This design comes from an exercise in tuning for small area and a short achievable clock period on the open sky130 flow, not from production work.
RTL that was checked went through simulation tests only; none was proved equivalent to the original.
Power is estimated from default activity; no workload was simulated.

## job 101
Design mac, start of the top module:
module mac
  ( input                       clk
  , input                       xrst
  , input                       out_en
  , input                       accum_we
  , input                       reset
  , input  signed [DWIDTH-1:0]  x
  , input  signed [DWIDTH-1:0]  w
  , output signed [DWIDTH-1:0]  y
  );
clock: 6.0 ns
lec_check: 0
cap_margin: 20
core_margin: 2
core_utilization: 40
setup_slack_margin: 3.3
slew_margin: 20
run.sh (not shown) runs the stock make flow with config.mk's settings and CLKGATE_MAP_FILE= SYNTH_SCRIPT=/design/flow/synth_recipe.tcl, a recipe that flattens the netlist after the stock synthesis.
Job 101 closes out successfully: all stages finished, all timing, DRC and antenna checks passed.
[inputs] job 102 vs job 101
# job 101
export LEC_CHECK = 0
export CAP_MARGIN = 20
export CORE_MARGIN = 2
export CORE_UTILIZATION = 40
export SETUP_SLACK_MARGIN = 3.3
export SLEW_MARGIN = 20
create_clock -name core_clock -period 6.0 [get_ports {clk}]
# job 102
export LEC_CHECK = 0
export CAP_MARGIN = 20
export CORE_MARGIN = 2
export CORE_UTILIZATION = 60
export CTS_BUF_LIST = sky130_fd_sc_hd__clkbuf_8
export CTS_CLUSTER_SIZE = 30
export SETUP_SLACK_MARGIN = 3.3
export SLEW_MARGIN = 20
create_clock -name core_clock -period 6.0 [get_ports {clk}]
Notes after the runs:
Fraction of power consumed by combinational cells for job 102 is higher than for job 101. Taking job 101 as the reference, in job 102 clock share of power now sits lower; core occupancy in the finished layout moved up; number of cell rows moved down; total routing resource utilization after global routing moved up. The design area reported for job 102 is smaller than that of job 101 by about 3.2%. Job 102 -> job 101: number of antenna violations at the first check in global routing delta 0, exact match. Relative to job 101, the maximum net fanout on the critical path of job 102 is higher by 12. Looking at end of the critical path, the lo_z$_DFF_P_ result is from job 102; the lo_c$_DFF_P_ one comes from job 101. Lower power goes to job 102 over job 101. Job 102 vs job 101 — worst setup slack after layout rose 90 ps. NOTE combinational power job 101->job 102 decreased slightly.


Another version of the RTL of mac (not shown whole).
For scale: ~1000 cells after synthesis, ~140 flip-flops.
Settings: LEC_CHECK=0, CAP_MARGIN=20, CORE_MARGIN=2, CORE_UTILIZATION=60, CTS_BUF_LIST=sky130_fd_sc_hd__clkbuf_8, CTS_CLUSTER_SIZE=30, SETUP_SLACK_MARGIN=3.3, SLEW_MARGIN=20; clock period 6.0 ns.
The first run finished with timing, DRC and antenna clean.
Then changed:
==> flow/flow/run.sh (new file) <==
#!/bin/bash
# The standard layout (standard.sh: the standard flow's synthesis and ORFS flow, unchanged), except that
# the port buffers are plain buffers (buf_2) instead of the delay buffer buffer_ports picks
# by default. Every tool's output goes to standard.log in the work folder; ORFS also keeps
# its per-step logs under orfs/logs.
set -euo pipefail
bash standard.sh BUFFER_PORTS_ARGS="-buffer_cell sky130_fd_sc_hd__buf_2" finish > standard.log 2>&1
==> flow/standard.sh (new file) <==
#!/bin/bash
# synth_recipe.tcl (not shown) runs the flow's synth.tcl, then flattens the netlist and writes it again
# the make line also repeats each setting of config.mk as NAME=value (left out here)
make -C /OpenROAD-flow-scripts/flow DESIGN_CONFIG=/design/flow/config.mk WORK_HOME=/design/flow/orfs CLKGATE_MAP_FILE= SYNTH_SCRIPT=/design/flow/synth_recipe.tcl "${@:-finish}"
removed: flow/run.sh
Result:
- final cell count stays flat
- first-iteration DRC count increases by a few percent
- via count increases slightly
- non-clock buffer count decreases by 4
- final area decreases by a few percent
- setup slack got worse by 0.0063 ns


== v52 ==
Another version of the RTL of mac (not shown whole).
Size: about 1100 cells after synthesis, ~10000 um^2 of cells after synthesis.
export LEC_CHECK = 0
export CAP_MARGIN = 20
export CORE_MARGIN = 2
export CORE_UTILIZATION = 60
export CTS_BUF_LIST = sky130_fd_sc_hd__clkbuf_8
export CTS_CLUSTER_SIZE = 30
export SETUP_SLACK_MARGIN = 3.3
export SLEW_MARGIN = 20
create_clock -name core_clock -period 6.0 [get_ports {clk}]
standard.sh (not shown) runs the stock make flow with config.mk's settings and CLKGATE_MAP_FILE= SYNTH_SCRIPT=/design/flow/synth_recipe.tcl, a recipe that flattens the netlist after the stock synthesis.
==> flow/flow/run.sh <==
#!/bin/bash
# The standard layout (standard.sh: the standard flow's synthesis and ORFS flow) with these make settings:
# the port buffers are plain buffers (buf_2) instead of the delay buffer that buffer_ports
# picks by default. All output goes to standard.log in the work folder; ORFS also keeps its
# per-step logs under orfs/logs.
set -euo pipefail
bash standard.sh BUFFER_PORTS_ARGS="-buffer_cell sky130_fd_sc_hd__buf_2"  finish > standard.log 2>&1
v52 ended with every stage complete and zero timing, DRC or antenna violations.
Setup changes, v52 to v23
- swapping 3.3 for 3.5 in SETUP_SLACK_MARGIN
Findings:
- v23 ended with more worst-case register-to-register setup slack than v52.
- [v23] number of gates resized after cts rose 12 relative to v52
- For total global-route track usage, v23 and v52 come out practically identical.
- Lower area of all placed cells without fillers among v23 and v52: v52
- ~same first-pass GRT wire length in v23 and v52
diff inputs: v23 => v6
- a change of SETUP_SLACK_MARGIN from 3.5 to 3.8
- a change of CORE_UTILIZATION from 60 to 80
Taking v23 as 1.0, v6 lands at 0.76 on die area. Largest fanout on the critical path in v6 vs v23: down 1. v6 — setup slack 0.026 ns lower, v23 as reference. Across both runs, switching part of the total was higher for v6 than for v23. Compared with v23, v6 shows a higher post-detailed-route via-to-cell ratio. Status: clock skew parity (v23, v6). Via count of the first global-routing pass ended up 11% higher on v6 than on v23. Note that the total power density per cell area recorded for v23 amounts to 0.915 times the value seen in v6. Diff v23 -> v6: area growth from synthesis to layout rose 3.9 points, fmax fell about 1.1%.


09-10:
mac again, from the RTL that the note above started with.
clock: 6.0 ns
lec_check: 0
cap_margin: 20
core_margin: 2
core_utilization: 70
cts_buf_list: sky130_fd_sc_hd__clkbuf_8
cts_cluster_size: 30
gpl_routability_driven: 0
gpl_timing_driven: 1
setup_slack_margin: 3.6
slew_margin: 20
Scripts as last shown in full above: flow/flow/run.sh
Changes in 01-18 relative to 09-10:
Settings: CORE_UTILIZATION changed from 70 to 65; GPL_TIMING_DRIVEN removed (was 1); GPL_ROUTABILITY_DRIVEN removed (was 0); SETUP_SLACK_MARGIN changed from 3.6 to 3.65.
Results
Critical-path maximum fanout: 01-18 vs 09-10, no meaningful difference. Changes observed in 01-18 relative to 09-10: register fraction of the total cell area neither gained nor lost much, area growth from synthesis to layout climbed 0.81 points, total detailed-routing wirelength up 870 um, number of vias per cell shrank by 1.6%, global-route wire length before repair climbed 460 um. 01-18 vs. 09-10: critical path depth fell 2, upper clock frequency limit rose 0.98%, hold-fix buffer count after cts about even. [compare] base=09-10 new=01-18: flip-flop and latch count held, clock network fraction of total power barely changed.


mac again, from the RTL that the note above started with.
clock: 6.0 ns
lec_check: 0
cap_margin: 20
core_margin: 2
core_utilization: 70
cts_buf_list: sky130_fd_sc_hd__clkbuf_8
cts_cluster_size: 30
setup_slack_margin: 3.7
slew_margin: 20
Scripts as last shown in full above: flow/flow/run.sh
Edit:
- CTS_BUF_LIST: sky130_fd_sc_hd__clkbuf_8 -> sky130_fd_sc_hd__clkbuf_4
- PLACE_DENSITY: default -> 0.8
- SETUP_SLACK_MARGIN: 3.7 -> 3.6
What happened:
- The new run produced a clean layout
- via count climbs by 1.4%
- cell count decreases by 1.5%
- sequential share of layout area rose by 0.45 points
- utilization falls by 2.0 points
- clock skew grows by 0.011 ns
Edit:
--- a/flow/flow/run.sh
+++ b/flow/flow/run.sh
@@ -5,3 +5,3 @@
 # per-step logs under orfs/logs.
 set -euo pipefail
-bash standard.sh BUFFER_PORTS_ARGS="-buffer_cell sky130_fd_sc_hd__buf_2"  finish > standard.log 2>&1
+bash standard.sh BUFFER_PORTS_ARGS="-buffer_cell sky130_fd_sc_hd__buf_2" ADDER_MAP_FILE= finish > standard.log 2>&1
- CORE_UTILIZATION: 70 -> 60
- CTS_BUF_LIST: sky130_fd_sc_hd__clkbuf_4 -> sky130_fd_sc_hd__clkbuf_8
- PLACE_DENSITY: 0.8 -> default
- SETUP_SLACK_MARGIN: 3.6 -> 3.5
=>
- core utilization falls by 9.8 points
- cell count rises by about 11%
- global-route usage falls by 3.0 points
- total power rises by 5.1%
Edit:
--- a/flow/flow/run.sh
+++ b/flow/flow/run.sh
@@ -5,3 +5,3 @@
 # per-step logs under orfs/logs.
 set -euo pipefail
-bash standard.sh BUFFER_PORTS_ARGS="-buffer_cell sky130_fd_sc_hd__buf_2" ADDER_MAP_FILE= finish > standard.log 2>&1
+bash standard.sh BUFFER_PORTS_ARGS="-buffer_cell sky130_fd_sc_hd__buf_2"  finish > standard.log 2>&1
- CORE_UTILIZATION: 60 -> 70
- SETUP_SLACK_MARGIN: 3.5 -> 3.65
Effect:
- The changed run passed the timing, DRC and antenna checks
- design area is lower by 3.0%
- clock-buffer cell count increases by 4
- routed wire length fell by about 13%
- register-to-register slack improved by 0.24 ns
- setup slack gets better by 0.24 ns
- sequential cell count does not change
- sequential share of layout area is higher by 1.1 points
- power came out lower by 3.7%
- area after synthesis went down by about 3.6%
- die area fell by 17%


== R ==
mac, a different RTL version from the one above (not shown whole).
For scale: about 53 I/O pins, ~10000 um2 of cells after synthesis.
## mac
module mac
  ( input                       clk
  , input                       xrst
  , input                       out_en
  , input                       accum_we
  , input                       reset
  , input  signed [DWIDTH-1:0]  x
  , input  signed [DWIDTH-1:0]  w
  , output signed [DWIDTH-1:0]  y
  );
export LEC_CHECK = 0
export CAP_MARGIN = 20
export CORE_MARGIN = 2
export CORE_UTILIZATION = 70
export CTS_BUF_LIST = sky130_fd_sc_hd__clkbuf_8
export CTS_CLUSTER_SIZE = 30
export SETUP_SLACK_MARGIN = 3.65
export SLEW_MARGIN = 20
create_clock -name core_clock -period 6.0 [get_ports {clk}]
==> flow/flow/run.sh <==
#!/bin/bash
# The standard layout (standard.sh: the standard flow's synthesis and ORFS flow) with these make settings:
# the port buffers are plain buffers (buf_2) instead of the delay buffer that buffer_ports
# picks by default. All output goes to standard.log in the work folder; ORFS also keeps its
# per-step logs under orfs/logs.
set -euo pipefail
bash standard.sh BUFFER_PORTS_ARGS="-buffer_cell sky130_fd_sc_hd__buf_2"  finish > standard.log 2>&1
R completed; timing, DRC and antenna clean
For P, these inputs were changed with respect to R:
- SETUP_SLACK_MARGIN: 3.65 -> 3.6
[summary]
- The share of the clock period used by the worst path in P sits 0.40 points below the value recorded for R.
- Summary of P over R: final core utilization went down, worst stage delay on the critical path did not really move, flip-flop and latch share of the layout cell area did not really move.
- P vs R, detail-routed via count per cell went up by 1.1%.
- P vs. R: sequential cell area went down by 11 um2.
- The post-detailed-placement cell area on R is in line with that on P.
- Side by side, final hold slack turned out lower in P than in R.
- Between R and P, the final cell area excluding filler cells figures differ only marginally.
No run of this note included a check of the RTL's function; only the layout flow was run.


Setup of v30:
RTL: one of the versions met above, not the one the previous note started from.
For scale: about 150 flip-flops, roughly 53 I/O pins, about 10000 µm² of cells after synthesis.
Settings: LEC_CHECK=0, CAP_MARGIN=20, CORE_MARGIN=2, CORE_UTILIZATION=70, CTS_BUF_LIST=sky130_fd_sc_hd__clkbuf_8, CTS_CLUSTER_SIZE=30, SETUP_SLACK_MARGIN=3.55, SLEW_MARGIN=20; clock period 6.0 ns.
Scripts as last shown in full above: flow/flow/run.sh
diff inputs: v30 => v18
- CORE_UTILIZATION: 70 -> 60
- SETUP_SLACK_MARGIN: 3.55 -> 3.4
==> run notes <==
- In the final design statistics, v18 uses more standard cells in total than v30.
- As far as final cell area excluding filler cells is concerned, v18 and v30 perform about the same.
- Portion of the clock cycle consumed by the worst path in the final layout: v18 vs v30 up 2.2 points
- v18 reports a higher full die area than v30 does.
- On highest attainable clock frequency: between v30 and v18, it ends up lower for v18.
- In the reports for v30 and v18, the larger non-clock buffer total of the final layout belongs to v30.
- Global routing met1 resource utilization: v18 < v30
- From v30 to v18 the numbers moved as follows: final routed wirelength across all metal layers climbed 2.7%, longest individual stage delay on the worst path barely changed.
- Delta(met3 track demand over resource in global routing, v18 - v30) < 0
diff inputs: v18 => v25
- CORE_UTILIZATION: 60 -> 70
- SETUP_SLACK_MARGIN: 3.4 -> 3.6
- PLACE_DENSITY: unset -> 0.8
==> run notes <==
- v25: first-pass GRT wire length higher than v18
- The smallest setup slack after layout of v25 exceeds that of v18 by 150 ps.
- v25 | stages: all done | timing, DRC, antenna: all pass
- Between v25 and v18, period utilization is lower for v25, v18 comes in above that.
- Flip-flop and latch count came out exactly the same in v25 and v18.
- Sum of routed wire segments on met1: v25 vs v18 down 6.6%
Modified inputs, v27 compared to v25
- PLACE_DENSITY: 0.8 -> unset
Findings:
- Relative to v25, number of clock-tree buffers in the layout has gone up in v27.
- The cell with the biggest individual delay on the critical path comes out dfxtp_2 in one run and maj3_1 in the other, namely in v27 and v25 respectively.
- Taking v25 as the reference point, the final design utilization of v27 falls by 0.60 points.
- [compare] base=v25 new=v27: buffer share of cell area roughly the same, final hold slack ~0 delta.
Relative to v27, the following input files were edited for v33:
- a change of SETUP_SLACK_MARGIN from 3.6 to 3.65
- an added TNS_END_PERCENT of 100
--- outcome ---
- Flip-flop and latch count: v27 vs v33 identical
- Any difference in sequential share of layout area between v27 and v33 is small enough to ignore.
- Vias: v33 above v27
- Relative to v27, worst IR drop on VDD has increased by 20% in v33.
- As far as power consumed by sequential cells is concerned, v33 and v27 perform about the same.
- [compare] base=v27 new=v33: post-route clock period utilization shows a reduction of 0.36 points; utilization after layout shows an increase of 0.67 points.
- The met2 global-route usage reported for v33 is greater than that of v27 by 0.71 points.
- v33 vs v27: cell leakage power up slightly
- Synthesized cell count of v27 is on par with v33.
## Diff of input files: v8 against v33
- swapping 3.65 for 3.6 in SETUP_SLACK_MARGIN
- putting PLACE_DENSITY at 0.7 where nothing was set
- clearing TNS_END_PERCENT, which used to be 100
- Per the comparison of v8 with v33, maximum operating frequency shows a reduction of 0.95%, non-clock buffer contribution to total cell area shows a reduction of 0.18 points, total wire length after detailed routing shows a reduction of about 2%.


Another version of the RTL of mac (not shown whole).
Size in the first run: roughly 1400 cells after synthesis, ~120 flip-flops, roughly 53 I/O pins, ~11000 µm² of cells after synthesis.
export LEC_CHECK = 0
export ABC_CLOCK_PERIOD_IN_PS = 2500
export CAP_MARGIN = 20
export CORE_MARGIN = 2
export CORE_UTILIZATION = 40
export SETUP_SLACK_MARGIN = 3.3
export SLEW_MARGIN = 20
create_clock -name core_clock -period 6.0 [get_ports {clk}]
run.sh (not shown) runs the stock make flow with config.mk's settings and CLKGATE_MAP_FILE= SYNTH_SCRIPT=/design/flow/synth_recipe.tcl, a recipe that flattens the netlist after the stock synthesis.
Stock flow here: none of the scripts above is used.
Rerun with:
ABC_CLOCK_PERIOD_IN_PS = not set   (was 2500)
SETUP_SLACK_MARGIN = not set   (was 3.3)
=>
- wire length falls by about a fifth
- register-to-register slack got worse by 0.96 ns
- combinational power falls by about a fifth
No functional check of the RTL was part of any run of this note.

[re-timing with driven ports]
No port has a modelled driver above. Below, the same layouts with a new extraction and two added sets of constraints.
Step 1 assumes that a clkbuf_16 drives the clock port and a buf_2 every other input.
Step 2 also shifts input and output timing later by t, the mid clock arrival at the registers, as if the neighbouring blocks saw the same clock.
Slacks: ideal / step 1 / step 2; pairs: ideal / step 1.
run | t (ns) | setup WS [ns] | latest minus earliest clock arrival (ns) | worst data-port slew with drivers (ns) | pins driven straight from the clock port
job 101 | 0.453 | 3.152 / 3.152 / 3.112 | 0.015 / 0.016 | 0.03 | 1
job 102 | 0.487 | 3.242 / 3.242 / 3.056 | 0.012 / 0.012 | 0.03 | 1
the first run of note 2 | 0.497 | 3.385 / 3.385 / 2.939 | 0.014 / 0.014 | 0.03 | 1
the second run of note 2 | 0.483 | 3.379 / 3.379 / 3.213 | 0.014 / 0.014 | 0.03 | 1
v52 | 0.499 | 3.454 / 3.454 / 3.454 | 0.017 / 0.017 | 0.03 | 1
v23 | 0.491 | 3.624 / 3.624 / 3.513 | 0.014 / 0.014 | 0.03 | 1
v6 | 0.502 | 3.599 / 3.599 / 3.468 | 0.015 / 0.014 | 0.04 | 1
09-10 | 0.488 | 3.705 / 3.705 / 3.509 | 0.011 / 0.010 | 0.03 | 1
01-18 | 0.488 | 3.727 / 3.727 / 3.529 | 0.019 / 0.019 | 0.03 | 1
the first run of note 5 | 0.489 | 3.732 / 3.732 / 3.538 | 0.013 / 0.013 | 0.03 | 1
the second run of note 5 | 0.564 | 3.672 / 3.672 / 3.551 | 0.025 / 0.025 | 0.03 | 1
the third run of note 5 | 0.483 | 3.481 / 3.481 / 3.447 | 0.013 / 0.013 | 0.03 | 1
the fourth run of note 5 | 0.482 | 3.726 / 3.726 / 3.535 | 0.013 / 0.013 | 0.03 | 1
R | 0.488 | 3.534 / 3.534 / 3.534 | 0.014 / 0.014 | 0.03 | 1
P | 0.499 | 3.558 / 3.558 / 3.558 | 0.017 / 0.017 | 0.04 | 1
v30 | 0.486 | 3.675 / 3.675 / 3.539 | 0.015 / 0.016 | 0.03 | 1
v18 | 0.501 | 3.543 / 3.543 / 3.516 | 0.018 / 0.018 | 0.03 | 1
v25 | 0.500 | 3.691 / 3.691 / 3.518 | 0.015 / 0.014 | 0.03 | 1
v27 | 0.488 | 3.705 / 3.705 / 3.509 | 0.011 / 0.010 | 0.03 | 1
v33 | 0.482 | 3.726 / 3.726 / 3.535 | 0.013 / 0.013 | 0.03 | 1
v8 | 0.488 | 3.705 / 3.705 / 3.509 | 0.011 / 0.010 | 0.03 | 1
the first run of note 8 | 0.478 | 2.656 / 2.656 / 2.656 | 0.014 / 0.014 | 0.05 | 1
the second run of note 8 | 0.469 | 1.699 / 1.699 / 1.699 | 0.014 / 0.015 | 0.04 | 1
After both steps every run listed still meets setup and hold. The setup slack of the first run of note 2, which loses most, moves by 0.000 ns with the drivers and by -0.446 ns with both steps.
